Context: an optimization exercise on an open-source flow, tuned for small area, a short achievable clock period and few clock cycles. The choices shown serve that exercise and are no tape-out recipe. RTL that was checked went through simulation tests only; none was proved equivalent to the original. No functional check of the RTL was part of runs 2 to 4. Power figures rest on the tool's default switching activity, not on a simulated workload.

**config.mk**
```make
export PLATFORM = sky130hd
export DESIGN_NAME = mips_core
export DESIGN_NICKNAME = mips_core
export VERILOG_FILES = /design/flow/design.v
export SDC_FILE = /design/flow/constraint.sdc
export NUM_CORES = 4
export LEC_CHECK = 0
export CAP_MARGIN = 20
export CORE_MARGIN = 2
export CORE_UTILIZATION = 40
export SLEW_MARGIN = 20
```
**run.sh**
```bash
#!/bin/bash
# synth_recipe.tcl (not shown) runs the flow's synth.tcl, then flattens the netlist and writes it again
# the make line also repeats each setting of config.mk as NAME=value (left out here)
make -C /OpenROAD-flow-scripts/flow DESIGN_CONFIG=/design/flow/config.mk WORK_HOME=/design/flow/orfs CLKGATE_MAP_FILE= SYNTH_SCRIPT=/design/flow/synth_recipe.tcl finish
```
**constraint.sdc**
```tcl
create_clock -name core_clock -period 10.0 [get_ports {clk}]
set_input_delay 2.0000 -clock core_clock [delete_from_list [all_inputs] [get_ports {clk}]]
set_output_delay 2.0000 -clock core_clock [all_outputs]
set_load 0.01 [all_outputs]
```
**design.v**
```verilog
module mips_core (
    input         clk,
    input         rst,         
    output [31:0] imem_addr,
    input  [31:0] imem_data,
    output [31:0] dmem_addr,
    output [31:0] dmem_wdata,
    output        dmem_we,
    input  [31:0] dmem_rdata
);
reg  [29:0] pc;                  
reg         r1;                  
reg         v2;                  
reg  [31:0] a2, b2;              
reg  [15:0] imm2;
reg         fa2, fb2;            
reg         imm_sel2, sub2, and2, or2, slt2;
reg         wr2, ld2, st2, beq2, bne2, pred2;
reg  [4:0]  rd2;
reg  [29:0] alt2;                
reg  [31:0] res3, sd3;
reg  [4:0]  rd3;
reg         wr3, ld3, st3;
reg  [31:0] rf [1:31];
wire [31:0] wbv = ld3 ? dmem_rdata : res3;
always @(posedge clk)
    if (wr3) rf[rd3] <= wbv;
assign dmem_addr  = res3;
assign dmem_wdata = sd3;
assign dmem_we    = st3;
wire [31:0] A = fa2 ? wbv : a2;
wire [31:0] B = fb2 ? wbv : b2;
wire [31:0] Bop = imm_sel2 ? {{16{imm2[15]}}, imm2} : B;
wire [32:0] sum = {1'b0, A} + {1'b0, sub2 ? ~Bop : Bop} + {32'd0, sub2};
wire [31:0] res = slt2 ? {31'd0, ~sum[32]} :
                  and2 ? (A & Bop) :
                  or2  ? (A | Bop) : sum[31:0];
wire        eq = (A == B);
wire        taken = beq2 ? eq : ~eq;
wire        misp = v2 & (beq2 | bne2) & (taken ^ pred2);
always @(posedge clk) begin
    res3 <= res;
    sd3  <= B;
    rd3  <= rd2;
    ld3  <= ld2;
    wr3  <= ~rst & v2 & wr2;
    st3  <= ~rst & v2 & st2;
end
wire [31:0] ins = imem_data;
wire [5:0]  op  = ins[31:26];
wire [4:0]  rs  = ins[25:21];
wire [4:0]  rt  = ins[20:16];
wire [5:0]  fn  = ins[5:0];
wire        is_r    = (op == 6'b000000);
wire        is_addi = (op == 6'b001000);
wire        is_andi = (op == 6'b001100);
wire        is_lw   = (op == 6'b100011);
wire        is_sw   = (op == 6'b101011);
wire        is_beq  = (op == 6'b000100);
wire        is_bne  = (op == 6'b000101);
wire        is_j    = (op == 6'b000010);
wire        f_add = (fn == 6'b100000);
wire        f_sub = (fn == 6'b100010);
wire        f_or  = (fn == 6'b100101);
wire        f_slt = (fn == 6'b101010);
wire [4:0]  dst = is_r ? ins[15:11] : rt;
wire        wr  = (is_r | is_addi | is_andi | is_lw) & (dst != 5'd0);
wire        same = (rs == rt);
wire        pred = (is_beq & same) | (ins[15] & (is_beq | (is_bne & ~same)));
wire [29:0] pc1  = pc + 30'd1;
wire [29:0] btgt = pc1 + {{14{ins[15]}}, ins[15:0]};
wire [29:0] jtgt = {pc1[29:26], ins[25:0]};
wire [31:0] ra = (wr3 && rd3 == rs) ? wbv : (rs == 5'd0) ? 32'd0 : rf[rs];
wire [31:0] rb = (wr3 && rd3 == rt) ? wbv : (rt == 5'd0) ? 32'd0 : rf[rt];
always @(posedge clk) begin
    r1 <= rst;
    if (rst)
        pc <= 30'h3FFFFFFF;
    else if (r1)
        pc <= 30'd0;
    else if (misp)
        pc <= alt2;
    else if (is_j)
        pc <= jtgt;
    else if (pred)
        pc <= btgt;
    else
        pc <= pc1;
    v2       <= ~rst & ~r1 & ~misp;
    a2       <= ra;
    b2       <= rb;
    imm2     <= ins[15:0];
    fa2      <= v2 & wr2 & (rd2 == rs);
    fb2      <= v2 & wr2 & (rd2 == rt);
    imm_sel2 <= ~is_r;
    sub2     <= is_r & (f_sub | f_slt);
    slt2     <= is_r & f_slt;
    or2      <= is_r & f_or;
    and2     <= is_andi | (is_r & ~f_add & ~f_sub & ~f_or & ~f_slt);
    wr2      <= wr;
    rd2      <= dst;
    ld2      <= is_lw;
    st2      <= is_sw;
    beq2     <= is_beq;
    bne2     <= is_bne;
    pred2    <= pred;
    alt2     <= pred ? pc1 : btgt;
end
assign imem_addr = {pc, 2'b00};
endmodule
```
==> metrics.md, run 1 <==
| Metric | Value |
|---|---|
| Final WS setup | `3560 ps` |
| Global-route wire length before repair | `between 200 and 300 mm` |
| Largest area contributor in the netlist | `edfxtp_1` |
| Die ar. | `about 150000 sq um` |
| Classification of the worst setup path | `primary input to flop` |
| Critical Path Start | `dmem_rdata[23]` |
| GPL Wtd Cong | `~0.97` |
| Setup TNS | `0 ps` |
| Synth Warn # | `1` |
| Grt ovf | `0` |
| Max-cap violation count | `0` |
| Router iterations before antenna repair | `6` |
| Yosys top cell area share | `~50%` |
| Via count | `39326` |
| Slew Limit Fails | `0` |
| Pre-CTS WS | `2880 ps` |
| Hold Path Origin | `ld2` |
| Fmax | `between 0.15 and 0.2 GHz` |
| Number of synthesized register bits | `1224` |
| Sequential Area | `roughly 34000 sq um` |
| Drt wl/cell | `between 30 and 40 um` |
| Post-CTS Hold Fix Bufs | `0` |
| Die height | `391 um` |
| Number of routed nets with antenna violations | `0` |
| DR iter-0 viols | `between 5000 and 6000` |
| Sw Share | `27.4%` |
| Initial Utilization | `between 40% and 50%` |
| Hold Crit Class | `flop to flop` |
| EDFF count, synth | `~990` |
| RSZ-0062 raised after global routing | `no` |
| Netlist cell types | `82` |
| Reg clk slew, reported paths | `60 ps` |
| CTS sink cnt | `~1200` |
| CORE AREA | `roughly 150000 sq um` |
| Clk root buf | `clkbuf_16` |
| Worst-Margin Slew | `between 1000 and 1500 ps` |
| Drt drc | `0` |
| Die X | `391 um` |
| Placed Cells | `between 5000 and 6000` |
| CTS buffer count | `135` |
| CP Max Fanout | `34` |
| Area grow syn2layout | `14.1%` |
| Detailed Place HPWL | `around 120 mm` |
| Hold Vio Cnt, Final | `0` |
| Hold Path Stages | `0` |
| Ports | `163` |
| Top cells by area, synth | `edfxtp_1 50%, mux4_2 16%, dfxtp_1 7.8%` |
| Longest Clk Path Bufs | `3` |
| Crit. End Element | `flop` |
| Pint | `9.72 mW` |
| Outcome | `finished clean` |
| Power Density | `196 nW/um^2` |
| Total power draw | `~13 mW` |
| Sw Pwr | `3.66 mW` |
| Worst vdd ir | `between 0.15 and 0.2 mV` |
| Min cycle time layout | `between 6000 and 7000 ps` |
| CP required | `approximately 11000 ps` |
| Vias in the first global route | `just under 40000` |
| Final Cycle Share | `between 60% and 70%` |
| Htree depth | `4` |
| Worst r2r dst | `res3[30]` |
| Setup violators final | `0` |
| Initial antenna violation count | `5` |
| Area of the multi-input gates | `about 24000 sq um` |
| Area of the mapped netlist | `between 50000 and 60000 sq um` |
| Total GRT Usage | `roughly a quarter` |
| Crit path arrival time | `between 7000 and 8000 ps` |
| Hold EP | `ld3` |
| RR Startpoint | `ld3` |
| Worst reg2reg setup slack | `roughly 4000 ps` |
| Port Buffer Count | `160` |
| Part of the power in combinational logic | `16.2%` |
| Leakage | `approximately 23 nW` |
| Net count reported at finish | `around 4200` |
| Async set-reset flop share out of synthesis | `0%` |
| DR vias/cell | `around 6.4` |
| Fill cells | `approximately 13000` |
| Mapped Avg Cell Area | `roughly 15 sq um` |
| Final std cells w/o fill | `6133` |
| Largest net degree at the start of global routing | `between 100 and 150` |
| Placement row count | `between 100 and 150` |
| Register area share after synthesis | `57.5%` |
| Clock network power share | `37.3%` |
| Setup bufs post-CTS | `0` |
| Routed wire length | `about 200 mm` |
| Critical Path Source Type | `primary input` |
| Top_reg_cell synth | `edfxtp_1` |
| Share of layout cells above drive strength 1 | `21.4%` |
| Worst rel slew slack | `between 10% and 20%` |
| Flop pwr share | `between 40% and 50%` |
| Reg2reg path depth | `14` |
| Post-Syn Instances | `3985` |
| Latest clock arrival within the worst-skew pair | `780 ps` |
| CTS tree | `built` |
| Clock skew | `roughly 27 ps` |
| CTS resizes | `0` |
-- metrics by stage --
stage | util [%] | instance area, sq um | hold slack [ps]
floorplan | - | 59900 | 310
global placement | 43.1 | 63800 | 312
detailed placement | 43.1 | 63800 | 312
CTS | 46.1 | 68300 | 329
global route | 46.1 | 68300 | 332
finish | 46.1 | 68300 | 323
-- sequential cells by signal (all words and copies together) (netlist names), 5 cells and up --
register and cells:
alt2 30, rd3 5, a2 32, rf 992
imm2 16, rd2 5, pc 30, b2 32
sd3 32, res3 32
-- cell type report --
type	count	share of cell area, %
sequential	1224	50.4
multi-input combinational	2362	35.4
clock buffer	191	5.65
tap	1930	3.54
timing repair buffer	257	3.49
clock inverter	57	0.883
inverter	111	0.610
antenna	1	0.00366
-- power by group through the flow --
stage               clock network (mW)  registers, mW  logic [mW]
floorplan                            0           6.27        1.26
finish                            4.99           6.22        2.17
global placement                     0           6.32        2.10
detailed placement                   0           6.32        2.12
CTS                               5.05           6.22        2.13
global route                      5.25           6.23        2.31
-- worst max path at each step --
stage / endpoint / slack [ps] / depth (start not counted)
after floorplan: res3[30] / 4840 / 15
after global placement: pc[28] / 2980 / 13
after detailed placement: pc[28] / 2880 / 13
after CTS: pc[29] / 3600 / 13
after global routing: pc[28] / 3390 / 13
final: pc[29] / 3560 / 13
-- routing by layer --
layer / vias to the layer above / wire (um) / global-route usage (%) / share of wire [%]
li1: 16286 / - / - / -
met1: 20424 / 81900 / 36.2 / 41
met2: 2188 / 89700 / 39.3 / 45
met3: 422 / 19700 / 5.49 / 9.9
met4: 6 / 7750 / 9.68 / 3.9
met5: - / 39 / 0 / 0.020
-- synthesized netlist by cell type, types with 22 or more instances --
cell / instances
nor2b_1: 37
o21a_1: 31
a21o_1: 44
buf_1: 58
xor2_1: 55
edfxtp_1: 992
nand3_1: 59
ha_1: 70
buf_2: 28
nor3_1: 29
a211oi_1: 22
mux2_2: 73
a221oi_1: 66
o21ai_0: 143
inv_1: 103
nand2_1: 114
xnor2_1: 113
nor2_1: 168
o32ai_1: 64
a21oi_1: 244
clkbuf_1: 194
mux4_2: 436
mux2i_1: 271
dfxtp_1: 232
o221ai_1: 51
-- kinds of logic (layout without fill, tap and decap cells) --
logic type,count (synthesis),count (layout),synth area share (%)
flops,1224,1224,57.5
simple gates,534,534,4.35
fa+ha+maj,72,72,1.53
compound gates,791,791,8.70
xor+xnor,168,168,2.46
mux,795,795,22.8
other cells,1,3,0.00627
buf+inv,400,616,2.66
-- cells in the final DEF, fill, tap and decap left out, types with 18 or more instances in the layout --
cell / netlist / layout
nand2b_1: 19 / 19
a31oi_1: 18 / 18
o21ai_0: 143 / 143
mux2_2: 73 / 73
a21o_1: 44 / 44
clkdlybuf4s50_1: 0 / 150
clkinv_1: 1 / 19
mux4_2: 436 / 436
clkbuf_16: 0 / 140
nor3_1: 29 / 27
a211oi_1: 22 / 22
buf_4: 4 / 99
o32ai_1: 64 / 63
o221ai_1: 51 / 51
nand3_1: 59 / 57
nand4_1: 19 / 19
a221oi_1: 66 / 66
clkbuf_1: 194 / 35
inv_1: 103 / 103
and3_1: 19 / 19
nand2_1: 114 / 112
dfxtp_1: 232 / 227
mux2i_1: 271 / 270
nor2_1: 168 / 136
xor2_1: 55 / 55
edfxtp_1: 992 / 992
nor2b_1: 37 / 35
nor2_4: 0 / 31
o21a_1: 31 / 31
a21oi_1: 244 / 244
xnor2_1: 113 / 113
ha_1: 70 / 70
-- worst max-delay path, cell delays in order --
cell	delay [ps]
clkdlybuf4s50_1	410
mux2i_2	190
buf_4	240
inv_1	380
mux2i_2	650
xnor2_1	140
nor4_1	910
and4_1	370
a31oi_1	130
nor4_4	410
buf_4	520
nand2b_1	390
o221ai_1	320
Testbench counts, summed over its fixed seeds: cycles 36,541.
==> run 2: changes to the inputs <==
--- a/design.v
+++ b/design.v
@@ -56,8 +56,9 @@
 wire        is_andi = (op == 6'b001100);
 wire        is_lw   = (op == 6'b100011);
 wire        is_sw   = (op == 6'b101011);
-wire        is_beq  = (op == 6'b000100);
-wire        is_bne  = (op == 6'b000101);
+wire        off0    = (ins[15:0] == 16'd0);    
+wire        is_beq  = (op == 6'b000100) & ~off0;
+wire        is_bne  = (op == 6'b000101) & ~off0;
 wire        is_j    = (op == 6'b000010);
 wire        f_add = (fn == 6'b100000);
 wire        f_sub = (fn == 6'b100010);
@@ -66,7 +67,7 @@
 wire [4:0]  dst = is_r ? ins[15:11] : rt;
 wire        wr  = (is_r | is_addi | is_andi | is_lw) & (dst != 5'd0);
 wire        same = (rs == rt);
-wire        pred = (is_beq & same) | (ins[15] & (is_beq | (is_bne & ~same)));
+wire        pred = (is_beq & (same | ins[15])) | (is_bne & ~same);
 wire [29:0] pc1  = pc + 30'd1;
 wire [29:0] btgt = pc1 + {{14{ins[15]}}, ins[15:0]};
 wire [29:0] jtgt = {pc1[29:26], ins[25:0]};
--- a/config.mk
+++ b/config.mk
@@ -5,7 +5,9 @@
 export SDC_FILE = /design/flow/constraint.sdc
 export NUM_CORES = 4
 export LEC_CHECK = 0
+export ABC_CLOCK_PERIOD_IN_PS = 3000
 export CAP_MARGIN = 20
 export CORE_MARGIN = 2
 export CORE_UTILIZATION = 40
+export SETUP_SLACK_MARGIN = 5
 export SLEW_MARGIN = 20
==> run 2 against run 1 <==
  * Die area barely moved
  * Total power grew 1.6%
  * Synthesized cell count increased by 0.35%
  * Largest cell class unchanged
==> metrics.md, run 2 <==
| Metric | Value |
|---|---|
| Outcome | `finished clean` |
| Register area share after synthesis | `between 50% and 60%` |
| Drt drc | `0` |
| Top_reg_cell synth | `edfxtp_1` |
| Vias in the first global route | `between 30000 and 40000` |
| Initial antenna violation count | `7` |
| Number of synthesized register bits | `1224` |
| Crit. End Element | `flop` |
| Placement row count | `between 100 and 150` |
| CTS sink cnt | `about 1200` |
| Most common cell in the synthesized netlist | `edfxtp_1` |
| Final Cycle Share | `50.1%` |
| Placed inst area | `about 64000 sq um` |
| Synth Warn # | `1` |
| Longest Clk Path Bufs | `3` |
| Htree depth | `4` |
| Area grow syn2layout | `16.6%` |
| Top cells by area, synth | `edfxtp_1 50%, mux4_2 17%, dfxtp_1 7.8%` |
| Reg2reg path depth | `16` |
| Post-Syn Instances | `between 3000 and 4000` |
| EDFF count, synth | `between 900 and 1000` |
| Worst reg2reg setup slack | `between 5000 and 6000 ps` |
| Critical Path Start | `dmem_rdata[30]` |
| Final core utilization | `47.1%` |
| Hold EP | `ld3` |
| Min cycle time layout | `5010 ps` |
| Classification of the worst setup path | `primary input to flop` |
| Die height | `between 300 and 400 um` |
| Total GRT Usage | `between 20% and 30%` |
| Area of the mapped netlist | `approximately 60000 sq um` |
| Worst rel slew slack | `slightly above 20%` |
| Final std cells w/o fill | `6230` |
| Number of routed nets with antenna violations | `0` |
| RSZ-0062 raised after global routing | `yes` |
| Final WS setup | `around 5000 ps` |
| Reg clk slew, reported paths | `60 ps` |
| Adder-Cell Fraction of Synth Area | `under 10%` |
| Clock skew | `29.4 ps` |
| CP Max Fanout | `between 40 and 50` |
| Via count | `~40000` |
| Async set-reset flop share out of synthesis | `0%` |
| Worst r2r dst | `res3[30]` |
| Max reg flops | `992` |
| Largest area contributor in the netlist | `edfxtp_1` |
| Worst-Margin Slew | `1190 ps` |
| CTS tree | `built` |
| Port Buffer Count | `160` |
| Latest clock arrival within the worst-skew pair | `just under 800 ps` |
| CP required | `about 11000 ps` |
| Router iterations before antenna repair | `7` |
| Pre-CTS WS | `around 3400 ps` |
| Clk root buf | `clkbuf_16` |
| Setup violators final | `0` |
| Hold Path Origin | `ld2` |
| Grt ovf | `0` |
| Setup TNS | `0 ps` |
| Worst vdd ir | `0.198 mV` |
| Detailed Place HPWL | `between 100 and 150 mm` |
| Commonest non-fill, non-tap cell in the layout | `edfxtp_1` |
| Placed Cells | `about 5900` |
| Post-Synth XOR/XNOR Area | `about 2.5%` |
| Total power draw | `~14 mW` |
| Biggest register | `rf` |
| Largest net degree at the start of global routing | `92` |
| Netlist cell types | `76` |
| Main combinational cell family by area after synthesis | `multiplexers` |
| Compound-Gate Fraction of Synth Area | `about 8.5%` |
| Die ar. | `153000 sq um` |
| CTS buffer count | `130` |
| Hold Crit Class | `flop to flop` |
| Ports | `~160` |
| GPL Wtd Cong | `around 0.91` |
| Yosys top cell area share | `around 50%` |
| Mapped Avg Cell Area | `about 15 sq um` |
| Fmax | `between 0.15 and 0.2 GHz` |
| Share of layout cells above drive strength 1 | `between 20% and 30%` |
| Hold Vio Cnt, Final | `0` |
| Leakage | `about 23 nW` |
| Most frequent cells in the layout | `992 x edfxtp_1, 442 x mux4_2, 228 x dfxtp_1` |
| Initial Utilization | `between 40% and 50%` |
| Post-route cell area | `between 60000 and 70000 sq um` |
| Fraction of synthesized area in multiplexers | `22.5%` |
| Routed wire length | `195 mm` |
| DR vias/cell | `6.32` |
| Hold Path Stages | `0` |
| Commonest cells post-synth | `992 x edfxtp_1, 442 x mux4_2, 243 x mux2i_1` |
| Critical Path Source Type | `primary input` |
| Post-CTS Hold Fix Bufs | `0` |
| Hold_ws | `~320 ps` |
| CORE AREA | `148000 sq um` |
| Synth Area in Simple Gates | `around 4.7%` |
| Power Density | `roughly 190 nW/um^2` |
| Drt wl/cell | `31.2 um` |
| Die X | `between 300 and 400 um` |
| RR Startpoint | `ld3` |
| Global-route wire length before repair | `between 200 and 300 mm` |
| Slew Limit Fails | `0` |
| Crit path arrival time | `about 5700 ps` |
| Max-cap violation count | `0` |
| Net count reported at finish | `~4300` |
| DR iter-0 viols | `about 5000` |
==> run 2: cell types whose count changed in the layout (fill, tap and decap cells not counted), sizes merged, moves of 14 or more <==
cell and delta:
buf +78, o21bai +14, clkbuf -19, a21oi -19, mux2i -27, nand2 +26, o221ai -15, nor2 +26
clkinvlp +22
==> run 2: how the worst max path moves through the flow <==
stage,endpoint
after floorplan,res3[0]
after global placement,pc[29]
after detailed placement,pc[29]
after CTS,pc[29]
after global routing,pc[29]
final,pc[29]
==> run 2: logic make-up after synthesis <==
family                   Yosys count
other                              1
XOR/XNOR                         174
multiplexers                     772
AO/OA/AOI/OAI                    771
adder cells (fa/ha/maj)           72
flip-flops                      1224
AND/OR/NAND/NOR                  586
buffers and inverters            399
==> run 2: metal layers <==
layer | track usage [%] | wire (um) | vias to the layer above
met5 | 0.287 | 92 | -
met4 | 8.85 | 6700 | 8
met3 | 4.60 | 18800 | 376
met2 | 39.3 | 89800 | 2086
met1 | 34.8 | 79200 | 20444
li1 | - | - | 16471
==> run 2: area by class of cell <==
| class | count | area [sq um] |
|---|---|---|
| multi-input cells | 2377 | 25100 |
| repair buffers | 335 | 3080 |
| clock buffers | 171 | 3610 |
| inverters | 112 | 518 |
| diodes | 2 | 5.00 |
| clock inverters | 66 | 637 |
| fillers | 12700 | 78400 |
| repair inverters | 13 | 71.3 |
| well taps | 1930 | 2410 |
| flip-flops and latches | 1224 | 34400 |
==> run 2: report_power, final <==
group          internal [mW]  total, mW  leakage, nW  switching, mW
registers               6.08       6.21         10.9          0.130
clock network           2.80       4.84         2.09           2.04
logic                  0.951       2.54         10.4           1.59
total                   9.83       13.6         23.4           3.76
==> run 2: worst max-delay path, cell delays in order <==
cell,delay [ps]
clkdlybuf4s50_1,440
mux2i_4,330
inv_4,230
mux2i_1,400
xnor2_1,170
nand4_1,140
or4_1,590
nor4_2,390
nor4_4,100
buf_6,220
nand2b_2,190
a211oi_1,60
a221o_1,330
==> run 2: repair_timing <==
| item | 4_1_cts | 5_1_grt |
|---|---|---|
| pin swaps | 10 | 39 |
| hold endpoints to repair | 0 | 0 |
| setup buffers | 38 | 48 |
| setup endpoints to repair | 55 | 51 |
| resized for setup | 92 | 102 |
| gates cloned | 11 | 2 |
==> run 3: changes to the inputs <==
--- a/design.v
+++ b/design.v
@@ -28,8 +28,8 @@
 assign dmem_addr  = res3;
 assign dmem_wdata = sd3;
 assign dmem_we    = st3;
-wire [31:0] A = fa2 ? wbv : a2;
-wire [31:0] B = fb2 ? wbv : b2;
+wire [31:0] A = fa2 ? res3 : a2;
+wire [31:0] B = fb2 ? res3 : b2;
 wire [31:0] Bop = imm_sel2 ? {{16{imm2[15]}}, imm2} : B;
 wire [32:0] sum = {1'b0, A} + {1'b0, sub2 ? ~Bop : Bop} + {32'd0, sub2};
 wire [31:0] res = slt2 ? {31'd0, ~sum[32]} :
@@ -67,6 +67,11 @@
 wire [4:0]  dst = is_r ? ins[15:11] : rt;
 wire        wr  = (is_r | is_addi | is_andi | is_lw) & (dst != 5'd0);
 wire        same = (rs == rt);
+wire        use_rs = is_r | is_addi | is_andi | is_lw | is_sw | is_beq | is_bne;
+wire        use_rt = is_r | is_sw | is_beq | is_bne;
+wire        hit_rs = v2 & wr2 & (rd2 == rs) & use_rs;
+wire        hit_rt = v2 & wr2 & (rd2 == rt) & use_rt;
+wire        lu = ld2 & (hit_rs | hit_rt);
 wire        pred = (is_beq & (same | ins[15])) | (is_bne & ~same);
 wire [29:0] pc1  = pc + 30'd1;
 wire [29:0] btgt = pc1 + {{14{ins[15]}}, ins[15:0]};
@@ -81,18 +86,20 @@
         pc <= 30'd0;
     else if (misp)
         pc <= alt2;
+    else if (lu)
+        pc <= pc;
     else if (is_j)
         pc <= jtgt;
     else if (pred)
         pc <= btgt;
     else
         pc <= pc1;
-    v2       <= ~rst & ~r1 & ~misp;
+    v2       <= ~rst & ~r1 & ~misp & ~lu;
     a2       <= ra;
     b2       <= rb;
     imm2     <= ins[15:0];
-    fa2      <= v2 & wr2 & (rd2 == rs);
-    fb2      <= v2 & wr2 & (rd2 == rt);
+    fa2      <= hit_rs;
+    fb2      <= hit_rt;
     imm_sel2 <= ~is_r;
     sub2     <= is_r & (f_sub | f_slt);
     slt2     <= is_r & f_slt;
==> flow/run.sh (new file) <==
#!/bin/bash
set -eo pipefail
extra=$(grep -v '^#' flow/extra_vars | tr '\n' ' ')
bash standard.sh $extra finish > flow_standard.log 2>&1
==> flow/extra_vars (new file) <==
SETUP_SLACK_MARGIN=6.8
TNS_END_PERCENT=20
==> standard.sh (new file) <==
#!/bin/bash
# synth_recipe.tcl (not shown) runs the flow's synth.tcl, then flattens the netlist and writes it again
# the make line also repeats each setting of config.mk as NAME=value (left out here)
make -C /OpenROAD-flow-scripts/flow DESIGN_CONFIG=/design/flow/config.mk WORK_HOME=/design/flow/orfs CLKGATE_MAP_FILE= SYNTH_SCRIPT=/design/flow/synth_recipe.tcl "${@:-finish}"
--- a/config.mk
+++ b/config.mk
@@ -9,5 +9,4 @@
 export CAP_MARGIN = 20
 export CORE_MARGIN = 2
 export CORE_UTILIZATION = 40
-export SETUP_SLACK_MARGIN = 5
 export SLEW_MARGIN = 20
removed: run.sh
==> run 3 against run 2 <==
  * Clock power grew 2%
  * Highest routed layer unchanged
  * Hold slack gained 83 ps
  * Sequential cell count is the same
  * Critical path type unchanged
  * Core utilization grew 3.8 points
  * Worst setup slack gained 960 ps
  * Non-clock buffer count grew 244
==> metrics.md, run 3 <==
| Metric | Value |
|---|---|
| Top_reg_cell synth | `edfxtp_1` |
| Fraction of synthesized area in multiplexers | `about 23%` |
| Total power draw | `roughly 14 mW` |
| Main combinational cell family by area after synthesis | `multiplexers` |
| Leakage | `26.3 nW` |
| Area grow syn2layout | `26.5%` |
| Largest net degree at the start of global routing | `54` |
| Post-Syn Instances | `around 4100` |
| Power Density | `about 190 nW/um^2` |
| Hold EP | `rd3[1]` |
| Slew Limit Fails | `0` |
| Drt drc | `0` |
| Net count reported at finish | `about 4600` |
| RR Startpoint | `pc[5]` |
| Compound-Gate Fraction of Synth Area | `a little under a tenth` |
| Worst r2r dst | `pc[29]` |
| Ports | `163` |
| Global-route wire length before repair | `around 310 mm` |
| CORE AREA | `150000 sq um` |
| Hold Crit Class | `flop to flop` |
| CTS tree | `built` |
| Synth Area in Simple Gates | `roughly 4%` |
| Fmax | `0.247 GHz` |
| Drt wl/cell | `33.8 um` |
| Total GRT Usage | `approximately 29%` |
| Worst vdd ir | `between 0.15 and 0.2 mV` |
| CP Max Fanout | `3` |
| Netlist cell types | `77` |
| CTS sink cnt | `between 1000 and 1500` |
| Die ar. | `154000 sq um` |
| Post-Synth XOR/XNOR Area | `between 2 and 3%` |
| CTS buffer count | `133` |
| RSZ-0062 raised after global routing | `yes` |
| Latest clock arrival within the worst-skew pair | `just under 800 ps` |
| Biggest register | `rf` |
| Die X | `slightly below 400 um` |
| Hold Path Origin | `rd2[1]` |
| Clock skew | `~30 ps` |
| Outcome | `finished clean` |
| Most common cell in the synthesized netlist | `edfxtp_1` |
| DR vias/cell | `6.49` |
| Synth Warn # | `1` |
| Final core utilization | `50.9%` |
| Vias in the first global route | `between 40000 and 50000` |
| Mapped Avg Cell Area | `14.8 sq um` |
| Initial Utilization | `between 40% and 50%` |
| Worst reg2reg setup slack | `~6000 ps` |
| DR iter-0 viols | `around 6000` |
| Routed wire length | `223 mm` |
| Initial antenna violation count | `7` |
| Detailed Place HPWL | `118 mm` |
| Grt ovf | `0` |
| Setup TNS | `0 ps` |
| Critical Path Source Type | `primary input` |
| Hold Vio Cnt, Final | `0` |
| Crit path arrival time | `4720 ps` |
| Reg2reg path depth | `15` |
| Post-CTS Hold Fix Bufs | `0` |
| Crit. End Element | `flop` |
| Async set-reset flop share out of synthesis | `0%` |
| Number of synthesized register bits | `approximately 1200` |
| GPL Wtd Cong | `0.908` |
| Via count | `42883` |
| Classification of the worst setup path | `primary input to flop` |
| Hold Path Stages | `0` |
| Reg clk slew, reported paths | `~60 ps` |
| Max reg flops | `about 990` |
| Final Cycle Share | `40.5%` |
| Htree depth | `4` |
| Yosys top cell area share | `around half` |
| EDFF count, synth | `992` |
| Worst-Margin Slew | `about 1100 ps` |
| Commonest cells post-synth | `992 x edfxtp_1, 414 x mux4_2, 304 x mux2i_1` |
| CP required | `around 11000 ps` |
| Min cycle time layout | `about 4000 ps` |
| Router iterations before antenna repair | `6` |
| Most frequent cells in the layout | `992 x edfxtp_1, 414 x mux4_2, 276 x mux2i_1` |
| Clk root buf | `clkbuf_16` |
| Placement row count | `approximately 140` |
| Port Buffer Count | `160` |
| Area of the mapped netlist | `60200 sq um` |
| Adder-Cell Fraction of Synth Area | `around 1.5%` |
| Die height | `~400 um` |
| Register area share after synthesis | `a little under three fifths` |
| Number of routed nets with antenna violations | `0` |
| Max-cap violation count | `0` |
| Top cells by area, synth | `edfxtp_1 49%, mux4_2 15%, dfxtp_1 7.7%` |
| Worst rel slew slack | `about 26%` |
| Longest Clk Path Bufs | `3` |
| Commonest non-fill, non-tap cell in the layout | `edfxtp_1` |
| Largest area contributor in the netlist | `edfxtp_1` |
| Setup violators final | `0` |
| Share of layout cells above drive strength 1 | `36.1%` |
run 3: changes by cell type in the layout (fill, tap and decap cells not counted), sizes merged, moves of 27 or more:
cell / previous run / this run
nor2: 194 / 155
mux2i: 259 / 308
bufbuf: 0 / 35
o21ai: 150 / 177
mux4: 442 / 414
mux2: 71 / 103
buf: 185 / 457
clkdlybuf4s50: 142 / 61
run 3: worst max path at each step:
stage,startpoint,endpoint
global placement,imem_data[16],b2[20]
detailed placement,imem_data[0],pc[18]
floorplan,imem_data[0],pc[28]
finish,imem_data[1],pc[29]
global route,pc[8],pc[29]
CTS,imem_data[1],pc[29]
run 3: timing repair:
| action | in CTS | in global routing |
|---|---|---|
| setup endpoints to repair | 692 | 857 |
| pin swaps | 151 | 90 |
| cloned | 61 | 6 |
| buffers inserted | 202 | 60 |
| resized for setup | 736 | 369 |
run 3: stage by stage:
| step | worst slack [ps] | instance area [sq um] | hold slack [ps] | std cells |
|---|---|---|---|---|
| global placement | 4190 | 64600 | 398 | 6037 |
| floorplan | 5520 | 61000 | 328 | 4057 |
| global route | 5870 | 76100 | 412 | 6611 |
| finish | 5950 | 76100 | 407 | 6611 |
| detailed placement | 4120 | 64600 | 395 | 6038 |
| CTS | 6030 | 75000 | 408 | 6542 |
run 3: cells by family (layout without fill, tap and decap cells):
group | Yosys count | after routing
AO/OA/AOI/OAI | 822 | 822
AND/OR/NAND/NOR | 509 | 513
XOR/XNOR | 201 | 201
multiplexers | 825 | 825
buffers and inverters | 402 | 933
flip-flops | 1224 | 1224
other | 1 | 5
adder cells (fa/ha/maj) | 72 | 72
run 3: layer usage:
| layer | up-vias | global-route usage (%) | wire [um] |
|---|---|---|---|
| met2 | 2814 | 45.8 | 105000 |
| met5 | - | 0 | 46 |
| met3 | 624 | 7.66 | 25200 |
| met4 | 6 | 14.6 | 13000 |
| li1 | 17337 | - | - |
| met1 | 22102 | 35.6 | 80600 |
run 3: final cells by class:
cell class,count,area [sq um]
inverter,110,443
timing repair inverter,3,22.5
fill,12176,73500
sequential,1224,34700
antenna,3,7.51
multi-input combinational,2435,26800
clock inverter,64,672
clock buffer,177,3660
tap,2016,2520
timing repair buffer,579,7290
run 3: where the power goes:
| part | internal [mW] | switching (mW) |
|---|---|---|
| Combinational | 1.09 | 1.70 |
| Clock | 2.81 | 2.13 |
| Sequential | 6.13 | 0.224 |
run 3: critical path, stage by stage:
cell	delay, ps
buf_12	100
ha_4	220
a211oi_4	230
o211ai_1	280
a31o_2	280
a2111o_1	410
a31o_2	270
a21oi_2	150
xor2_1	120
or3_1	380
a32oi_1	190
o21ai_1	70
==> run 4: changes to the inputs <==
--- a/design.v
+++ b/design.v
@@ -1,3 +1,73 @@
+module g_nand2 (input a, input b, output y); assign y = ~(a & b); endmodule
+module g_nor2  (input a, input b, output y); assign y = ~(a | b); endmodule
+module g_and2  (input a, input b, output y); assign y = a & b; endmodule
+module g_or2   (input a, input b, output y); assign y = a | b; endmodule
+module g_xor2  (input a, input b, output y); assign y = a ^ b; endmodule
+module g_inv   (input a, output y); assign y = ~a; endmodule
+module g_a21oi (input a1, input a2, input b1, output y); assign y = ~((a1 & a2) | b1); endmodule
+module g_o21ai (input a1, input a2, input b1, output y); assign y = ~((a1 | a2) & b1); endmodule
+module ks_add32 (
+    input  [31:0] x,
+    input  [31:0] y,
+    input         ci,
+    output [31:0] s,
+    output        co
+);
+wire [31:0] gn0, tn0, p;
+wire        g0b, t0b;
+genvar i, l;
+generate
+    for (i = 0; i < 32; i = i + 1) begin : pg
+        g_xor2 u_p (.a(x[i]), .b(y[i]), .y(p[i]));
+        g_nor2 u_t (.a(x[i]), .b(y[i]), .y(tn0[i]));
+        if (i > 0) begin : gb
+            g_nand2 u_g (.a(x[i]), .b(y[i]), .y(gn0[i]));
+        end
+    end
+endgenerate
+g_and2  u_g0 (.a(x[0]), .b(y[0]), .y(g0b));
+g_or2   u_t0 (.a(x[0]), .b(y[0]), .y(t0b));
+g_a21oi u_c0 (.a1(t0b), .a2(ci), .b1(g0b), .y(gn0[0]));
+wire [31:0] gv [0:5];
+wire [31:0] tv [0:5];
+assign gv[0] = gn0;
+assign tv[0] = tn0;
+generate
+    for (l = 1; l <= 5; l = l + 1) begin : lv
+        localparam integer D = 1 << (l - 1);
+        for (i = 0; i < 32; i = i + 1) begin : nd
+            if (i < D) begin : pass
+                g_inv u_i (.a(gv[l-1][i]), .y(gv[l][i]));
+                assign tv[l][i] = 1'b0;
+            end else if (l % 2 == 1) begin : oai
+                g_o21ai u_g (.a1(tv[l-1][i]), .a2(gv[l-1][i-D]), .b1(gv[l-1][i]), .y(gv[l][i]));
+                if (i >= 2 * D) begin : t
+                    g_nor2 u_t (.a(tv[l-1][i]), .b(tv[l-1][i-D]), .y(tv[l][i]));
+                end else begin : tz
+                    assign tv[l][i] = 1'b0;
+                end
+            end else begin : aoi
+                g_a21oi u_g (.a1(tv[l-1][i]), .a2(gv[l-1][i-D]), .b1(gv[l-1][i]), .y(gv[l][i]));
+                if (i >= 2 * D) begin : t
+                    g_nand2 u_t (.a(tv[l-1][i]), .b(tv[l-1][i-D]), .y(tv[l][i]));
+                end else begin : tz
+                    assign tv[l][i] = 1'b0;
+                end
+            end
+        end
+    end
+endgenerate
+generate
+    for (i = 0; i < 32; i = i + 1) begin : sm
+        if (i == 0) begin : s0
+            g_xor2 u_s (.a(p[0]), .b(ci), .y(s[0]));
+        end else begin : sn
+            g_xor2 u_s (.a(p[i]), .b(gv[5][i-1]), .y(s[i]));
+        end
+    end
+endgenerate
+assign co = gv[5][31];
+endmodule
 module mips_core (
     input         clk,
     input         rst,         
@@ -28,13 +98,15 @@
 assign dmem_addr  = res3;
 assign dmem_wdata = sd3;
 assign dmem_we    = st3;
-wire [31:0] A = fa2 ? res3 : a2;
-wire [31:0] B = fb2 ? res3 : b2;
+wire [31:0] A = fa2 ? wbv : a2;
+wire [31:0] B = fb2 ? wbv : b2;
 wire [31:0] Bop = imm_sel2 ? {{16{imm2[15]}}, imm2} : B;
-wire [32:0] sum = {1'b0, A} + {1'b0, sub2 ? ~Bop : Bop} + {32'd0, sub2};
-wire [31:0] res = slt2 ? {31'd0, ~sum[32]} :
+wire [31:0] sum;
+wire        cout;
+ks_add32 u_add (.x(A), .y(Bop ^ {32{sub2}}), .ci(sub2), .s(sum), .co(cout));
+wire [31:0] res = slt2 ? {31'd0, ~cout} :
                   and2 ? (A & Bop) :
-                  or2  ? (A | Bop) : sum[31:0];
+                  or2  ? (A | Bop) : sum;
 wire        eq = (A == B);
 wire        taken = beq2 ? eq : ~eq;
 wire        misp = v2 & (beq2 | bne2) & (taken ^ pred2);
@@ -67,11 +139,6 @@
 wire [4:0]  dst = is_r ? ins[15:11] : rt;
 wire        wr  = (is_r | is_addi | is_andi | is_lw) & (dst != 5'd0);
 wire        same = (rs == rt);
-wire        use_rs = is_r | is_addi | is_andi | is_lw | is_sw | is_beq | is_bne;
-wire        use_rt = is_r | is_sw | is_beq | is_bne;
-wire        hit_rs = v2 & wr2 & (rd2 == rs) & use_rs;
-wire        hit_rt = v2 & wr2 & (rd2 == rt) & use_rt;
-wire        lu = ld2 & (hit_rs | hit_rt);
 wire        pred = (is_beq & (same | ins[15])) | (is_bne & ~same);
 wire [29:0] pc1  = pc + 30'd1;
 wire [29:0] btgt = pc1 + {{14{ins[15]}}, ins[15:0]};
@@ -86,20 +153,18 @@
         pc <= 30'd0;
     else if (misp)
         pc <= alt2;
-    else if (lu)
-        pc <= pc;
     else if (is_j)
         pc <= jtgt;
     else if (pred)
         pc <= btgt;
     else
         pc <= pc1;
-    v2       <= ~rst & ~r1 & ~misp & ~lu;
+    v2       <= ~rst & ~r1 & ~misp;
     a2       <= ra;
     b2       <= rb;
     imm2     <= ins[15:0];
-    fa2      <= hit_rs;
-    fb2      <= hit_rt;
+    fa2      <= v2 & wr2 & (rd2 == rs);
+    fb2      <= v2 & wr2 & (rd2 == rt);
     imm_sel2 <= ~is_r;
     sub2     <= is_r & (f_sub | f_slt);
     slt2     <= is_r & f_slt;
--- a/config.mk
+++ b/config.mk
@@ -10,3 +10,5 @@
 export CORE_MARGIN = 2
 export CORE_UTILIZATION = 40
 export SLEW_MARGIN = 20
+export SYNTH_HIERARCHICAL = 1
+export SYNTH_MINIMUM_KEEP_SIZE = 0
==> run 4 against run 3 <==
  * Register-to-register slack got worse by 90 ps
  * Largest power group unchanged
  * Count of clock-buffer cells in the layout is 8 higher
  * Clock power rose by 0.8%
  * Clock skew rose by 4.0 ps
  * Non-clock buffer count increased by 34
  * Global-route usage up 1.7 points
  * Critical path type unchanged
==> metrics.md, run 4 <==
| Metric | Value |
|---|---|
| Netlist cell types | `77` |
| Worst reg2reg setup slack | `between 5000 and 6000 ps` |
| Mapped Avg Cell Area | `14.4 sq um` |
| Number of synthesized register bits | `roughly 1200` |
| Largest area contributor in the netlist | `edfxtp_1` |
| Via count | `between 40000 and 50000` |
| Crit. End Element | `flop` |
| Outcome | `finished clean` |
| Leakage | `roughly 27 nW` |
| Area grow syn2layout | `29.1%` |
| Number of routed nets with antenna violations | `0` |
| Top cells by area, synth | `edfxtp_1 49%, mux4_2 16%, dfxtp_1 7.7%` |
| DR iter-0 viols | `between 6000 and 7000` |
| Drt drc | `0` |
| Share of layout cells above drive strength 1 | `39.5%` |
| Hold Vio Cnt, Final | `0` |
| CTS tree | `built` |
| Largest net degree at the start of global routing | `58` |
| CTS buffer count | `134` |
| Worst rel slew slack | `between 20% and 30%` |
| RSZ-0062 raised after global routing | `yes` |
| Commonest non-fill, non-tap cell in the layout | `edfxtp_1` |
| CP max stage cell | `nor3_4` |
| Slew Limit Fails | `0` |
| Worst r2r dst | `pc[12]` |
| Total GRT Usage | `approximately 30%` |
| Hold Path Origin | `ld2` |
| Part of the power in combinational logic | `23.2%` |
| Worst-Margin Slew | `1120 ps` |
| CP Max Fanout | `6` |
| Pint | `approximately 10 mW` |
| Initial Utilization | `40.3%` |
| Net count reported at finish | `4779` |
| Total power draw | `14.7 mW` |
| Routed wire length | `~240 mm` |
| Latest clock arrival within the worst-skew pair | `around 790 ps` |
| Critical Path Start | `dmem_rdata[4]` |
| Area of the mapped netlist | `60400 sq um` |
| Flop pwr share | `a little over two fifths` |
| Setup TNS | `0 ps` |
| Critical Path Source Type | `primary input` |
| Grt ovf | `0` |
| Router iterations before antenna repair | `6` |
| Max-cap violation count | `0` |
| Commonest cells post-synth | `992 x edfxtp_1, 416 x mux4_2, 295 x nor2_1` |
| Most frequent cells in the layout | `992 x edfxtp_1, 416 x mux4_2, 302 x buf_4` |
| CTS sink cnt | `around 1200` |
| Clk root buf | `clkbuf_16` |
| Power Density | `roughly 190 nW/um^2` |
| Reg2reg path depth | `15` |
| Most common cell in the synthesized netlist | `edfxtp_1` |
| Yosys top cell area share | `49.3%` |
| Worst vdd ir | `0.175 mV` |
| Clock skew | `roughly 34 ps` |
| Fill cells | `approximately 12000` |
| Die ar. | `around 150000 sq um` |
| Crit path arrival time | `slightly below 5000 ps` |
| Global-route wire length before repair | `~330 mm` |
| Die X | `roughly 390 um` |
| Max reg flops | `992` |
| Hold Crit Class | `flop to flop` |
| Crit-path cells | `buf_8 > mux2i_4 > a21o_1 > xor2_2 > nand4_1 > nor3_4 > o211ai_1 > buf_4 > mux2i_4 > nand2_8 > buf_4 > buf_6 > a2111oi_4 > a311o_1` |
| Vias in the first global route | `between 40000 and 50000` |
| Ports | `between 150 and 200` |
| Final Cycle Share | `a little over two fifths` |
| Async set-reset flop share out of synthesis | `0%` |
| Sw Share | `29.6%` |
| Die height | `393 um` |
| Register area share after synthesis | `between 50% and 60%` |
| Classification of the worst setup path | `primary input to flop` |
| Top_reg_cell synth | `edfxtp_1` |
| Hold Path Stages | `0` |
| Placement row count | `142` |
| Longest Clk Path Bufs | `3` |
| Synth Warn # | `8` |
| Fmax | `roughly 0.24 GHz` |
| Post-CTS Hold Fix Bufs | `0` |
| Hold EP | `ld3` |
| GPL Wtd Cong | `around 0.96` |
| Initial antenna violation count | `3` |
| Clock network power share | `33.8%` |
| CP required | `~11000 ps` |
| Setup violators final | `0` |
| Sequential Area | `about 34000 sq um` |
| Drt wl/cell | `~35 um` |
| Reg clk slew, reported paths | `approximately 60 ps` |
| Port Buffer Count | `160` |
| CP peak stage delay | `between 300 and 400 ps` |
| CORE AREA | `approximately 150000 sq um` |
| Min cycle time layout | `around 4200 ps` |
| Biggest register | `rf` |
| DR vias/cell | `around 6.5` |
| Post-Syn Instances | `between 4000 and 5000` |
| Htree depth | `4` |
| EDFF count, synth | `roughly 990` |
| Detailed Place HPWL | `around 130 mm` |
| RR Startpoint | `ld3` |
| Area of the multi-input gates | `about 29000 sq um` |
| Sw Pwr | `around 4.4 mW` |
-- run 4: kinds of logic (layout without fill, tap and decap cells) --
| kind of cell | count (synthesis) | count (layout) | synth area share (%) |
|---|---|---|---|
| buffers and inverters | 431 | 1014 | 2.84 |
| other | 1 | 4 | 0.00621 |
| and+or+nand+nor | 672 | 674 | 4.97 |
| muxes | 783 | 783 | 21.9 |
| xor gates and xnor gates | 213 | 213 | 3.09 |
| adders and majority gates | 40 | 40 | 0.841 |
| AOI/OAI and AO/OA | 834 | 834 | 9.35 |
| DFF | 1224 | 1224 | 57.0 |
-- run 4: layer usage --
| layer | global-route usage [%] | up-vias | wire length [um] |
|---|---|---|---|
| li1 | - | 17703 | - |
| met1 | 39.3 | 22691 | 87000 |
| met2 | 46.6 | 3056 | 106000 |
| met4 | 16.5 | 2 | 15400 |
| met3 | 7.36 | 773 | 27000 |
| met5 | 0.319 | - | 67 |
-- run 4: Yosys stat by module (local to each module, per instance), a selection --
module	area, sq um	times used	flops+latches
g_or2	6.26	1	0
g_xor2	8.76	64	0
g_o21ai	5.00	75	0
g_and2	6.26	1	0
g_nand2	3.75	75	0
g_inv	3.75	31	0
mips_core	58200	1	1224
-- run 4: worst max-delay path, delay by kind of cell --
family	cells	cell delay, ps
AO/OA/AOI/OAI	4	840
AND/OR/NAND/NOR	3	700
buffers and inverters	4	590
multiplexers	2	530
XOR/XNOR	1	250
-- run 4: timing repair --
item                                    CTS  global route
endpoints found under the setup margin  511           272
pin swaps                               227           105
gates cloned                             68             1
gates resized for setup                 984           178
buffers inserted                        251            59
-- run 4: power by group through the flow --
stage	logic (mW)	clock network [mW]	registers, mW
2_1_floorplan	1.44	0	6.34
3_3_place_gp	2.31	0	6.39
3_5_place_dp	2.33	0	6.39
4_1_cts	3.21	5.02	6.30
5_1_grt	3.57	5.22	6.32
6_report	3.42	4.98	6.32
-- run 4: cell type report --
type	instances	area share, %
diodes	2	0.00642
clock buffers	185	4.88
clock inverters	62	0.734
inverters	140	0.870
multi-input cells	2546	36.6
flip-flops and latches	1224	44.2
well taps	2016	3.24
repair buffers	613	9.35
repair inverters	14	0.124
-- run 4: how the worst max path moves through the flow --
| stage | endpoint | cells past startpoint | slack (ps) |
|---|---|---|---|
| floorplan | pc[26] | 13 | 5590 |
| detailed placement | pc[6] | 13 | 3160 |
| CTS | pc[2] | 13 | 5860 |
| global placement | pc[11] | 13 | 3260 |
| global route | pc[20] | 13 | 5810 |
| finish | pc[12] | 14 | 5780 |
-- run 4: stage by stage --
stage / hold slack (ps) / setup WS, ps / utilization, % / std cells / cell area [sq um]
after global placement: 313 / 3260 / 43.2 / 6174 / 64700
after global routing: 329 / 5810 / 52.0 / 6801 / 77900
after detailed placement: 325 / 3160 / 43.2 / 6174 / 64700
final: 320 / 5780 / 52.0 / 6802 / 77900
after CTS: 326 / 5860 / 51.2 / 6740 / 76800
after floorplan: 310 / 5590 / - / 4199 / 61400

-- afterwards: timing with drivers on the ports --
Ports are ideal in the flow. The routed layouts listed here were re-timed in OpenROAD. Step 1 assumes that a clkbuf_16 drives the clock port and a buf_2 every other input. Step 2, shift: input delay + t, output delay - t, t = (earliest + latest rising clock arrival at the registers) / 2. This alone moves slack from input paths to output paths. Three values: ideal ports, drivers, drivers and shift; two values: the first two.
run	shift t [ns]	slack for setup (ns)	worst setup path at the end	worst slew at a driven data input, ns	pins driven straight from the clock port
run 1	0.840	3.558 / 3.611 / 2.771	input to register	0.13	1
run 2	0.841	4.988 / 5.045 / 4.204	input to register	0.19	1
run 3	0.863	5.953 / 5.989 / 5.126	input to register	0.31	1
run 4	0.859	5.782 / 5.834 / 4.975	input to register	0.32	1
After both steps every run listed still meets setup and hold. For run 3, which loses most, drivers alone change the setup slack by +0.036 ns; drivers and shift together by -0.827 ns.
